From an optimization exercise on the open Yosys and OpenROAD flow, aimed at small area, a short achievable clock period and few clock cycles per item; shortcuts taken in it are not production practice.
Only simulation tests tie the RTL to the original design; equivalence was not proved.

==> flow/design.v (outline; a module is shown in full before it is edited, if it fits) <==
// module net_4_8_12_16_16_1_10: 824 lines
// module mulp: 14 lines
// module acc: 10 lines
// module padd16: 88 lines
// module padd16c: 90 lines
module net_4_8_12_16_16_1_10(clk, reset, input_valid, input_ready, input_data, output_valid, output_ready, output_data);
  // ...
==> flow/run.sh <==
#!/bin/bash
# synth_recipe.tcl (not shown) runs the flow's synth.tcl, then flattens the netlist and writes it again
# the make line also repeats each setting of config.mk as NAME=value (left out here)
make -C /OpenROAD-flow-scripts/flow DESIGN_CONFIG=/design/flow/config.mk WORK_HOME=/design/flow/orfs CLKGATE_MAP_FILE= SYNTH_SCRIPT=/design/flow/synth_recipe.tcl finish
==> flow/config.mk <==
export PLATFORM = sky130hd
export DESIGN_NAME = net_4_8_12_16_16_1_10
export DESIGN_NICKNAME = net_4_8_12_16_16_1_10
export VERILOG_FILES = /design/flow/design.v
export SDC_FILE = /design/flow/constraint.sdc
export NUM_CORES = 4
export LEC_CHECK = 0
export CAP_MARGIN = 20
export CORE_MARGIN = 2
export CORE_UTILIZATION = 40
export SETUP_SLACK_MARGIN = 5
export SLEW_MARGIN = 20
==> flow/constraint.sdc <==
create_clock -name core_clock -period 8.0 [get_ports {clk}]
set_input_delay 1.6000 -clock core_clock [delete_from_list [all_inputs] [get_ports {clk}]]
set_output_delay 1.6000 -clock core_clock [all_outputs]
set_load 0.01 [all_outputs]
==> key figures, run 1 <==
Status
  – Status: timing/DRC/antenna clean

Logic synthesis
  – Mapped cell area: 93860 um2
  – Dominant cell by count in the synthesized netlist: edfxtp_1
  – Largest cells by area after synthesis: edfxtp_1 (38%), ha_1 (8.7%), xnor2_1 (8.0%)

Setup path
  – FF-to-FF End: f3_2[11]
  – Worst R2R Start: f3_1[0]
  – Worst path max stage delay: 420 ps
  – R2R Setup Slk: 4570 ps

STA
  – Hold slack: 482.3 ps
  – Max Clk Rate: 291.9 MHz
  – Final Critical Period: 3425 ps
  – Final slew viol count: 0

Finish
  – Seq cells: 1339
  – Final #Nets: 10630
  – Proportion of layout cells with a drive suffix above 1: 28.87%
  – Fillers: 19870

Clock network
  – Clock Latency Late Sink: 830 ps
  – H-tree levels: 4

GRT
  – Met1 Usage GRT: 28.76%
  – First-pass GRT wire length: 419.3 mm

Detailed routing
  – DRC: 0
  – Vias per Instance: 5.706

Min path
  – Hold Crit Depth: 2

Die
  – Die Y: 488.4 um
  – Cell row count: 177
Testbench counts, summed over its fixed seeds: cycles 15,664, items 960.
==> run 2: changes to the inputs <==
--- a/flow/config.mk
+++ b/flow/config.mk
@@ -8,5 +8,5 @@
 export CAP_MARGIN = 20
 export CORE_MARGIN = 2
 export CORE_UTILIZATION = 40
-export SETUP_SLACK_MARGIN = 5
+export SETUP_SLACK_MARGIN = 4.0
 export SLEW_MARGIN = 20
==> run 2 against run 1 <==
Compared with the run above:
- worst hold slack lost 16 ps
- synthesized area did not move
- design area down 14%
- via count fell by 8.5%
- register-to-register slack worse by 470 ps
- sequential cell count stayed put
- worst setup slack worse by 470 ps
- utilization is 7.4 points lower
- critical endpoint is now pr2_3[13]
- largest cell class unchanged
==> key figures, run 2 <==
Status
  – Status: timing/DRC/antenna clean

Logic synthesis
  – Largest cells by area after synthesis: edfxtp_1 (38%), ha_1 (8.7%), xnor2_1 (8.0%)
  – Most common flop cell mapped by yosys: edfxtp_1
  – Mapped cell area: 93860 um2 (unchanged)
  – Synth top area share: 37.94%
  – Asr flop ratio synth: 0%
  – Synth Warn #: 1
  – Post-Synthesis Cells: 8979
  – Area leader, netlist: edfxtp_1
  – #FFs+latches synth: 1339
  – Dominant cell by count in the synthesized netlist: edfxtp_1
  – Number of synthesized flops with an enable pin: 1186
  – Seq/Total Area, Yosys: 41.21%
  – Syn nets: 9803
  – Commonest cells in the netlist: edfxtp_1 (1186), xnor2_1 (860), ha_1 (651), a22oi_1 (612), nand2_1 (503)
  – Avg Inst Size Synth: 10.45 um2
  – Count of cell types in the netlist: 112

STA
  – Fin Setup TNS: 0 ps
  – Fin crit share: 48.66%
  – Setup Viol. Count Final: 0
  – Final slew viol count: 0 (unchanged)
  – Worst Max-Slew Pin Slew: 1125 ps
  – RSZ-0062 raised after global routing: yes
  – Fin. Hold Viols: 0
  – Worst relative slew slack: 24.80%
  – Final Critical Period: 3893 ps (+467.7 ps)
  – Max Clk Rate: 256.9 MHz (-12%)
  – Clock skew: 30.89 ps

Placed design
  – PortBufs: 36
  – RePlAce Congestion: 0.9055
  – DPL Wire Length: 179.7 mm
  – Placed Area: 97200 um2

Clock network
  – Root buffer cell: clkbuf_16
  – Clock Latency Late Sink: 820 ps (about the same)
  – Clock transition at path regs: 60 ps
  – CTS Sinks: 1339
  – CTS Buf Count: 154
  – CTS Buffer Depth: 3
  – CTS Hold Bufs: 0
  – H-tree levels: 4 (unchanged)
  – CTS tree: yes

GRT
  – Initial antenna violation count: 18
  – Vias in the first global route: 65870
  – GRT Util Overall: 20.19%
  – Total gr overflow: 0
  – First-pass GRT wire length: 380.8 mm (-9.2%)
  – Pin count of the biggest net entering global routing: 202

Min path
  – Hold Crit Depth: 2 (unchanged)
  – Worst Hold End: fvs[2]
  – Hold Path Class: reg -> reg
  – Origin of the worst min-delay path: fvs[1]

Die
  – Initial Util: 40.29%
  – Ports: 38
  – Die width: 488.4 um
  – Cell row count: 177 (unchanged)
  – Die Y: 488.4 um (unchanged)
  – Die area: 238500 um2
  – Core box area: 233000 um2

Flow run
  – Max-cap viol count: 0

Setup path
  – Crit. End Element: flop
  – Crit-path cells: nor2b_1, buf_4, nand2_1, xnor2_1, ha_1, a21o_1, a21o_1, a2111o_1, a21o_1, o41a_1, a21oi_1, xor2_1, o21ai_1
  – Cells on worst reg2reg path: 13
  – Critical setup path kind: reg -> reg
  – Worst R2R Start: c2_3[3]
  – Slowest-stage cell, CP: dfxtp_1
  – Critical Path Fanout Max: 17
  – Crit path launch type: flop
  – Worst path max stage delay: 490 ps (+70 ps)
  – Worst EP arrival: 4420 ps
  – R2R Setup Slk: 4110 ps (-470 ps)
  – Buf+Inv Stages, Crit Path: 1
  – CP required: 8530 ps
  – FF-to-FF End: pr2_3[13]
  – CP most frequent cell: a21o_1
  – Largest delay share family, worst path: compound AO/OA/AOI/OAI gates

Detailed routing
  – Routed vias: 68350
  – Vias per Instance: 5.662 (-0.78%)
  – WL final: 247.2 mm
  – DRC: 0 (unchanged)
  – ANT nets after route: 0
  – DR WL/cell: 20.48 um
  – 1st-iter DRT viols: 5879
  – Pre-antenna DRT Iters: 6

Finish
  – Post-layout util: 44.56%
  – Fillers: 21790 (+9.7%)
  – Fin area: 103800 um2
  – Area delta synth->final: 10.60%
  – Proportion of layout cells with a drive suffix above 1: 8.180% (-21 points)
  – Most frequent cells in the layout: edfxtp_1 (1186), xnor2_1 (849), ha_1 (649), a22oi_1 (612), nand2_1 (501)
  – Leading cell type in the layout, fill and taps excluded: edfxtp_1
  – Final #Nets: 9630 (-9.4%)
==> run 2: cell families after synthesis <==
kind of cell / after synthesis / share of synthesized area, %
flops: 1339 / 41.21
xor+xnor: 1215 / 11.35
mux: 254 / 2.799
simple gates: 1779 / 9.298
buf+inv: 913 / 3.790
compound gates: 2668 / 19.54
other cells: 1 / 0.003995
fa+ha+maj: 810 / 12.01
==> run 2: timing repair <==
| action | CTS | global route |
|---|---|---|
| resized for setup | 62 | 94 |
| pin swaps | 4 | 8 |
| setup endpoints to repair | 203 | 220 |
| cloned | 0 | 2 |
| setup buffers | 16 | 55 |
==> run 2: through the flow <==
step,hold slack [ps],instances,worst slack [ps]
2_1_floorplan,438.0,8979,3911
3_5_place_dp,460.4,11710,2583
6_report,466.8,12070,4107
4_1_cts,468.3,12010,3895
5_1_grt,474.7,12070,3970
3_3_place_gp,454.4,11700,2695
==> run 2: worst max path at each step <==
stage | startpoint | end | slack [ps] | cells past startpoint
after global routing | c2_7[4] | pr2_7[15] | 3970 | 12
after CTS | c2_7[5] | pr2_7[15] | 3900 | 11
after global placement | reset | c3_11[1] | 2690 | 9
after detailed placement | reset | c3_11[1] | 2580 | 9
final | c2_3[3] | pr2_3[13] | 4110 | 13
after floorplan | c1_1[3] | pr1_1[14] | 3910 | 15
==> run 2: metal layers <==
metal | global-route usage (%) | share of wire, % | vias to the layer above
met5 | 0 | 0.011 | -
met4 | 5.860 | 3.0 | 4
met3 | 2.329 | 5.4 | 348
met2 | 33.26 | 46 | 1885
met1 | 27.87 | 45 | 33250
li1 | - | - | 32860
==> run 2: tightest hold or removal path: stages (launching register included) <==
cell and delay [ps]:
dfxtp_1 320, nand2_1 50, a21oi_1 50
==> run 2: area by class of cell <==
cell class	instances	area, um2	share of cell area [%]
Clock inverter	88	1001	0.9642
Antenna cell	4	10.01	0.009642
Sequential cell	1339	38760	37.33
Timing Repair Buffer	258	2341	2.255
Tap cell	3132	3919	3.775
Timing Repair inverter	2	16.27	0.01567
Inverter	324	1251	1.205
Clock buffer	198	4224	4.069
Multi-Input combinational cell	6727	52290	50.37
==> run 3: changes to the inputs <==
--- a/flow/config.mk
+++ b/flow/config.mk
@@ -8,5 +8,5 @@
 export CAP_MARGIN = 20
 export CORE_MARGIN = 2
 export CORE_UTILIZATION = 40
-export SETUP_SLACK_MARGIN = 4.0
+export SETUP_SLACK_MARGIN = 4.5
 export SLEW_MARGIN = 20
==> run 3 against run 2 <==
Compared with the run above:
- synthesized cell count unchanged
- register-to-register slack improved by 350 ps
- critical path depth decreased by 5
- design area grew 4.9%
- largest cell class unchanged
==> key figures, run 3 <==
Setup path
  – Crit. End Element: flop
  – Worst path max stage delay: 680 ps (+190 ps)
  – Critical Path Fanout Max: 50 (+33)
  – Critical setup path kind: in -> reg
  – Crit-path cells: buf_2, buf_8, inv_1, nand2_1, buf_4, ha_1, or3_1, nand3_1
  – Worst EP arrival: 4140 ps (-280 ps)
  – Crit path launch type: input port
  – CP required: 8570 ps (+40 ps)
  – Slowest-stage cell, CP: ha_1

STA
  – Fin Setup TNS: 0 ps (unchanged)
  – Clock skew: 38.63 ps (+7.742 ps)
  – Setup Viol. Count Final: 0 (unchanged)
  – Max Clk Rate: 280.1 MHz (+9.0%)
  – RSZ-0062 raised after global routing: yes
  – Final Critical Period: 3571 ps (-322.4 ps)
  – Fin crit share: 44.63% (-4.0 points)
  – Final slew viol count: 0 (unchanged)
  – Worst Max-Slew Pin Slew: 1111 ps (-14.00 ps)
  – Worst relative slew slack: 25.76% (+0.96 points)
  – Fin. Hold Viols: 0 (unchanged)

Detailed routing
  – ANT nets after route: 0 (unchanged)
  – DR WL/cell: 20.68 um (+0.99%)
  – 1st-iter DRT viols: 6125 (+4.2%)
  – Vias per Instance: 5.662 (about the same)
  – WL final: 256.3 mm (+3.7%)
  – DRC: 0 (unchanged)
  – Pre-antenna DRT Iters: 6 (unchanged)
  – Routed vias: 70170 (+2.7%)

Clock network
  – Clock Latency Late Sink: 830 ps (about the same)
  – CTS Buf Count: 156 (+1.3%)
  – Root buffer cell: clkbuf_16
  – CTS tree: yes
  – CTS Buffer Depth: 3 (unchanged)
  – H-tree levels: 4 (unchanged)
  – Clock transition at path regs: 60 ps (about the same)
  – CTS Hold Bufs: 0 (unchanged)
  – CTS Sinks: 1339 (unchanged)

Logic synthesis
  – Largest cells by area after synthesis: edfxtp_1 (38%), ha_1 (8.7%), xnor2_1 (8.0%)
  – Count of cell types in the netlist: 112 (unchanged)
  – #FFs+latches synth: 1339 (unchanged)
  – Avg Inst Size Synth: 10.45 um2 (unchanged)
  – Syn nets: 9803 (unchanged)
  – Seq/Total Area, Yosys: 41.21% (unchanged)
  – Mapped cell area: 93860 um2 (unchanged)
  – Synth Warn #: 1 (unchanged)
  – Area leader, netlist: edfxtp_1
  – Dominant cell by count in the synthesized netlist: edfxtp_1
  – Commonest cells in the netlist: edfxtp_1 (1186), xnor2_1 (860), ha_1 (651), a22oi_1 (612), nand2_1 (503)
  – Synth top area share: 37.94% (unchanged)
  – Asr flop ratio synth: 0% (unchanged)
  – Number of synthesized flops with an enable pin: 1186 (unchanged)
  – Post-Synthesis Cells: 8979 (unchanged)
  – Most common flop cell mapped by yosys: edfxtp_1

GRT
  – Vias in the first global route: 67550 (+2.5%)
  – GRT Util Overall: 20.55% (+0.36 points)
  – Total gr overflow: 0 (unchanged)
  – Initial antenna violation count: 17 (-1)
  – First-pass GRT wire length: 387.7 mm (+1.8%)
  – Pin count of the biggest net entering global routing: 105 (-48%)

Placed design
  – RePlAce Congestion: 0.8963 (-1.0%)
  – DPL Wire Length: 177.4 mm (-1.2%)
  – PortBufs: 36 (unchanged)

Die
  – Core box area: 233000 um2 (unchanged)
  – Ports: 38 (unchanged)
  – Die width: 488.4 um (unchanged)
  – Initial Util: 40.29% (unchanged)
  – Die area: 238500 um2 (unchanged)
  – Die Y: 488.4 um (unchanged)
  – Cell row count: 177 (unchanged)

Flow run
  – Max-cap viol count: 0 (unchanged)

Finish
  – Leading cell type in the layout, fill and taps excluded: edfxtp_1
  – Proportion of layout cells with a drive suffix above 1: 14.86% (+6.7 points)
  – Area delta synth->final: 16.00%
  – Most frequent cells in the layout: edfxtp_1 (1186), xnor2_1 (826), ha_1 (636), a22oi_1 (595), nand2_1 (489)
  – Final #Nets: 9947 (+3.3%)

Status
  – Status: timing/DRC/antenna clean

Min path
  – Hold Path Class: reg -> reg
run 3: cell counts after synthesis:
Identical to the previous run, type by type.
run 3: metal layers:
metal / part of all wire, % / global-route usage, % / wire length, um
met3: 6.0 / 2.672 / 15270
met4: 3.6 / 6.843 / 9271
met2: 47 / 33.79 / 119600
met5: 0.0027 / 0 / 7
met1: 44 / 27.90 / 112100
run 3: worst max-delay path: cells and delay by family:
kind,cells,cell delay [ps]
adders and majority gates,1,680
buffers and inverters,4,910
and+or+nand+nor,3,900
run 3: cells by family (layout without fill, tap and decap cells):
logic type	after synthesis	after routing	synth area share, %
AO/OA/AOI/OAI	2668	2669	19.54
flip-flops	1339	1339	41.21
buffers and inverters	913	1186	3.790
other	1	5	0.003995
multiplexers	254	254	2.799
adder cells (fa/ha/maj)	810	810	12.01
XOR/XNOR	1215	1215	11.35
AND/OR/NAND/NOR	1779	1783	9.298
run 3: cell type report:
cell class	instances	area [um2]
fillers	21210	124100
multi-input cells	6732	53880
flip-flops and latches	1339	38980
repair buffers	568	5421
clock buffers	184	4093
well taps	3132	3919
clock inverters	108	1300
inverters	324	1256
repair inverters	2	27.53
diodes	4	10.01
run 3: path summary, 6_finish.rpt:
kind / startpoint / to / slack [ps] / cells after the start
worst max-delay path: reset / c3_9[0] / 4430 / 8
worst max register to register: c2_3[3] / pr2_3[15] / 4460 / 13
worst min-delay path: fvs[1] / fvs[2] / 480 / 2
worst min register to register: fvs[1] / fvs[2] / 480 / 2
run 3: what timing repair did:
item / in CTS / in global routing
resized for setup: 368 / 310
gates cloned: 9 / 16
setup endpoints to repair: 814 / 473
setup buffers: 173 / 207
pin swaps: 70 / 146
run 3: per-stage QoR:
step | utilization (%) | cell area [um2] | hold WS [ps] | instances | setup WS [ps]
finish | 46.74 | 108900 | 476.4 | 12390 | 4429
floorplan | - | 94130 | 438.0 | 8979 | 4237
global placement | 41.68 | 97110 | 457.4 | 11690 | 3226
global route | 46.73 | 108900 | 492.8 | 12390 | 4376
CTS | 45.33 | 105600 | 477.1 | 12160 | 4411
detailed placement | 41.70 | 97150 | 467.5 | 11690 | 3138
==> run 4: changes to the inputs <==
--- a/flow/config.mk
+++ b/flow/config.mk
@@ -7,6 +7,7 @@
 export LEC_CHECK = 0
 export CAP_MARGIN = 20
 export CORE_MARGIN = 2
-export CORE_UTILIZATION = 40
+export CORE_UTILIZATION = 65
+export PLACE_DENSITY = 0.75
 export SETUP_SLACK_MARGIN = 4.5
 export SLEW_MARGIN = 20
==> run 4 against run 3 <==
Compared with the run above:
- register-to-register slack got worse by 30 ps
- synthesized cell count is the same
- via count increased by 2.5%
- sequential cell count stayed put
- count of clock-buffer cells in the layout shrank 5
- critical path type is now reg -> reg
- critical endpoint is now f3_10[3]
==> key figures, run 4 <==
Status
  – Status: timing/DRC/antenna clean

Clock network
  – CTS Sinks: 1339 (unchanged)
  – CTS Hold Bufs: 0 (unchanged)
  – Clock transition at path regs: 60 ps (about the same)
  – H-tree levels: 4 (unchanged)
  – CTS tree: yes
  – CTS Buf Count: 149 (-4.5%)
  – CTS Buffer Depth: 3 (unchanged)
  – Clock Latency Late Sink: 810 ps (-20 ps)
  – Root buffer cell: clkbuf_16

Die
  – Die width: 384 um (-21%)
  – Core box area: 143500 um2 (-38%)
  – Die Y: 384 um (-21%)
  – Cell row count: 139 (-21%)
  – Die area: 147500 um2 (-38%)
  – Initial Util: 65.42% (+25 points)
  – Ports: 38 (unchanged)

Placed design
  – PortBufs: 36 (unchanged)
  – Placed cell count: 10460 (-10%)
  – DPL Wire Length: 169.1 mm (-4.7%)
  – Post-Place Setup Slack: 3420 ps (+282.3 ps)
  – RePlAce Congestion: 0.9166 (+2.3%)

Min path
  – Hold Path Class: reg -> reg
  – Origin of the worst min-delay path: fvs[0]
  – Hold Crit Depth: 2 (unchanged)
  – Worst Hold End: fvs[1]

STA
  – Max Clk Rate: 280.0 MHz (about the same)
  – Fin Setup TNS: 0 ps (unchanged)
  – Setup ws final: 4429 ps (-0.8000 ps)
  – Fin. Hold Viols: 0 (unchanged)
  – Fin crit share: 44.64% (about the same)
  – Clock skew: 23.47 ps (-15.16 ps)
  – Final slew viol count: 0 (unchanged)
  – Worst relative slew slack: 27.01% (+1.2 points)
  – Final Critical Period: 3571 ps (+0.8000 ps)
  – Worst Max-Slew Pin Slew: 1093 ps (-18.70 ps)
  – Setup Viol. Count Final: 0 (unchanged)
  – RSZ-0062 raised after global routing: yes

Logic synthesis
  – Area leader, netlist: edfxtp_1
  – Most common flop cell mapped by yosys: edfxtp_1
  – Mapped cell area: 93860 um2 (unchanged)
  – #FFs+latches synth: 1339 (unchanged)
  – Post-Synthesis Cells: 8979 (unchanged)
  – Largest cells by area after synthesis: edfxtp_1 (38%), ha_1 (8.7%), xnor2_1 (8.0%)
  – Seq/Total Area, Yosys: 41.21% (unchanged)
  – Asr flop ratio synth: 0% (unchanged)
  – Commonest cells in the netlist: edfxtp_1 (1186), xnor2_1 (860), ha_1 (651), a22oi_1 (612), nand2_1 (503)
  – Avg Inst Size Synth: 10.45 um2 (unchanged)
  – Syn nets: 9803 (unchanged)
  – Dominant cell by count in the synthesized netlist: edfxtp_1
  – Synth top area share: 37.94% (unchanged)
  – Synth Warn #: 1 (unchanged)
  – Number of synthesized flops with an enable pin: 1186 (unchanged)
  – Count of cell types in the netlist: 112 (unchanged)

Detailed routing
  – DR WL/cell: 22.54 um (+9.0%)
  – Met2 WL: 114.8 mm (-4.0%)
  – Routed vias: 71920 (+2.5%)
  – Top sig layer: met5
  – 1st-iter DRT viols: 7380 (+20%)
  – ANT nets after route: 0 (unchanged)
  – DRC: 0 (unchanged)
  – Pre-antenna DRT Iters: 8 (+2)
  – WL final: 251.9 mm (-1.7%)
  – WL met3: 20.71 mm (+36%)
  – Met1 WL: 106.6 mm (-4.9%)
  – Vias per Instance: 6.433 (+14%)

GRT
  – Pin count of the biggest net entering global routing: 145 (+38%)
  – Initial antenna violation count: 15 (-2)
  – Vias in the first global route: 67540 (-0.013%)
  – GRT Util Overall: 32.74% (+12 points)
  – First-pass GRT wire length: 380.0 mm (-2.0%)
  – Total gr overflow: 0 (unchanged)

Finish
  – Fillers: 9655 (-54%)
  – Area delta synth->final: 14.25%
  – Leading cell type in the layout, fill and taps excluded: edfxtp_1
  – Area occupied by multi-input gates: 53790 um2 (-0.16%)
  – Register Area: 38960 um2 (about the same)
  – Most frequent cells in the layout: edfxtp_1 (1186), xnor2_1 (839), ha_1 (640), a22oi_1 (592), nand2_1 (493)
  – Proportion of layout cells with a drive suffix above 1: 14.97% (+0.11 points)
  – Final #Nets: 9965 (+0.18%)
  – Fin cells: 11180 (-9.8%)

Setup path
  – Worst EP arrival: 4100 ps (-40 ps)
  – FF-to-FF End: f3_10[3]
  – Cells on worst reg2reg path: 13 (unchanged)
  – Crit. End Element: flop
  – CP required: 8530 ps (-40 ps)
  – Worst R2R Start: f3_9[0]
  – Crit path launch type: flop
  – Critical Path Fanout Max: 6 (-88%)
  – Critical setup path kind: reg -> reg
  – R2R Setup Slk: 4430 ps (-30 ps)

Flow run
  – Max-cap viol count: 0 (unchanged)
==> run 4: cell counts after synthesis <==
No cell type changed its count.
==> run 4: how the worst max path moves through the flow <==
| stage | start | to | slack [ps] | depth (start not counted) |
|---|---|---|---|---|
| after floorplan | c3_5[5] | pr3_5[9] | 4240 | 12 |
| after global placement | reset | c1_2[0] | 3160 | 8 |
| after detailed placement | v1 | c1_2[0] | 3420 | 8 |
| after CTS | f3_5[0] | f3_6[8] | 4420 | 13 |
| after global routing | f3_9[0] | f3_10[3] | 4290 | 13 |
| final | f3_9[0] | f3_10[3] | 4430 | 13 |
==> run 4: stage by stage <==
step	util, %	area, um2	hold slack [ps]
detailed placement	66.67	95660	474.0
floorplan	-	94130	438.0
CTS	72.27	103700	482.3
global route	74.72	107200	514.5
global placement	66.64	95620	460.8
finish	74.74	107200	494.9
==> run 4: cell families (layout without fill, tap and decap cells) <==
family,Yosys count,count (layout),share of synthesized area [%]
AO/OA/AOI/OAI,2668,2671,19.54
AND/OR/NAND/NOR,1779,1779,9.298
flip-flops,1339,1339,41.21
XOR/XNOR,1215,1215,11.35
buffers and inverters,913,1200,3.790
adder cells (fa/ha/maj),810,810,12.01
multiplexers,254,254,2.799
other,1,8,0.003995
==> run 4: cell type report <==
cell class / instances / share of cell area (%)
timing repair buffer: 594 / 5.241
timing repair inverter: 3 / 0.03734
antenna: 7 / 0.01634
clock inverter: 100 / 1.139
multi-input combinational: 6730 / 50.16
clock buffer: 179 / 3.687
inverter: 324 / 1.170
tap: 1903 / 2.220
sequential: 1339 / 36.33
==> run 4: per-layer routing <==
| layer | vias to the layer above | global-route usage [%] |
|---|---|---|
| li1 | 33570 | - |
| met1 | 35060 | 45.88 |
| met2 | 2803 | 51.54 |
| met3 | 487 | 5.644 |
| met4 | 2 | 11.26 |
| met5 | - | 0 |
==> run 4: timing repair <==
| action | in CTS | in global routing |
|---|---|---|
| pin swaps | 56 | 168 |
| buffers inserted | 158 | 239 |
| resized for setup | 340 | 323 |
| gates cloned | 10 | 18 |
| endpoints found under the setup margin | 628 | 457 |
==> run 4: worst max-delay path, stage by stage, from the launching register on <==
cell and delay [ps]:
edfxtp_1 380, inv_2 80, fa_2 190, inv_2 40, fa_2 400, a211o_1 360
a2111oi_4 440, o21ai_2 130, a2111oi_4 440, o31ai_4 130, mux2i_4 240, buf_6 160
nor2b_4 240, a21oi_2 70

afterwards: timing with drivers on the ports:
In the flow no input, the clock included, has a driving cell. The finished layouts below were timed again as built, in two steps.
Step 1 assumes that a clkbuf_16 drives the clock port and a buf_2 every other input.
Step 2, shift: input delay + t, output delay - t, t = (earliest + latest rising clock arrival at the registers) / 2. This alone moves slack from input paths to output paths.
Three values: ideal ports, drivers, drivers and shift; two values: the first two.
run | shift t [ns] | slack for setup (ns) | hold WS [ns] | pins driven straight from the clock port
run 1 | 0.913 | 4.575 / 4.575 / 4.058 | 0.482 / 0.482 / 0.482 | 1
run 2 | 0.903 | 4.107 / 4.107 / 3.355 | 0.467 / 0.467 / 0.467 | 1
run 3 | 0.909 | 4.429 / 4.464 / 3.597 | 0.476 / 0.476 / 0.476 | 1
run 4 | 0.881 | 4.429 / 4.429 / 3.639 | 0.495 / 0.495 / 0.495 | 1
After both steps every run listed still meets setup and hold. The setup slack of run 3, which loses most, moves by +0.035 ns with the drivers and by -0.832 ns with both steps.
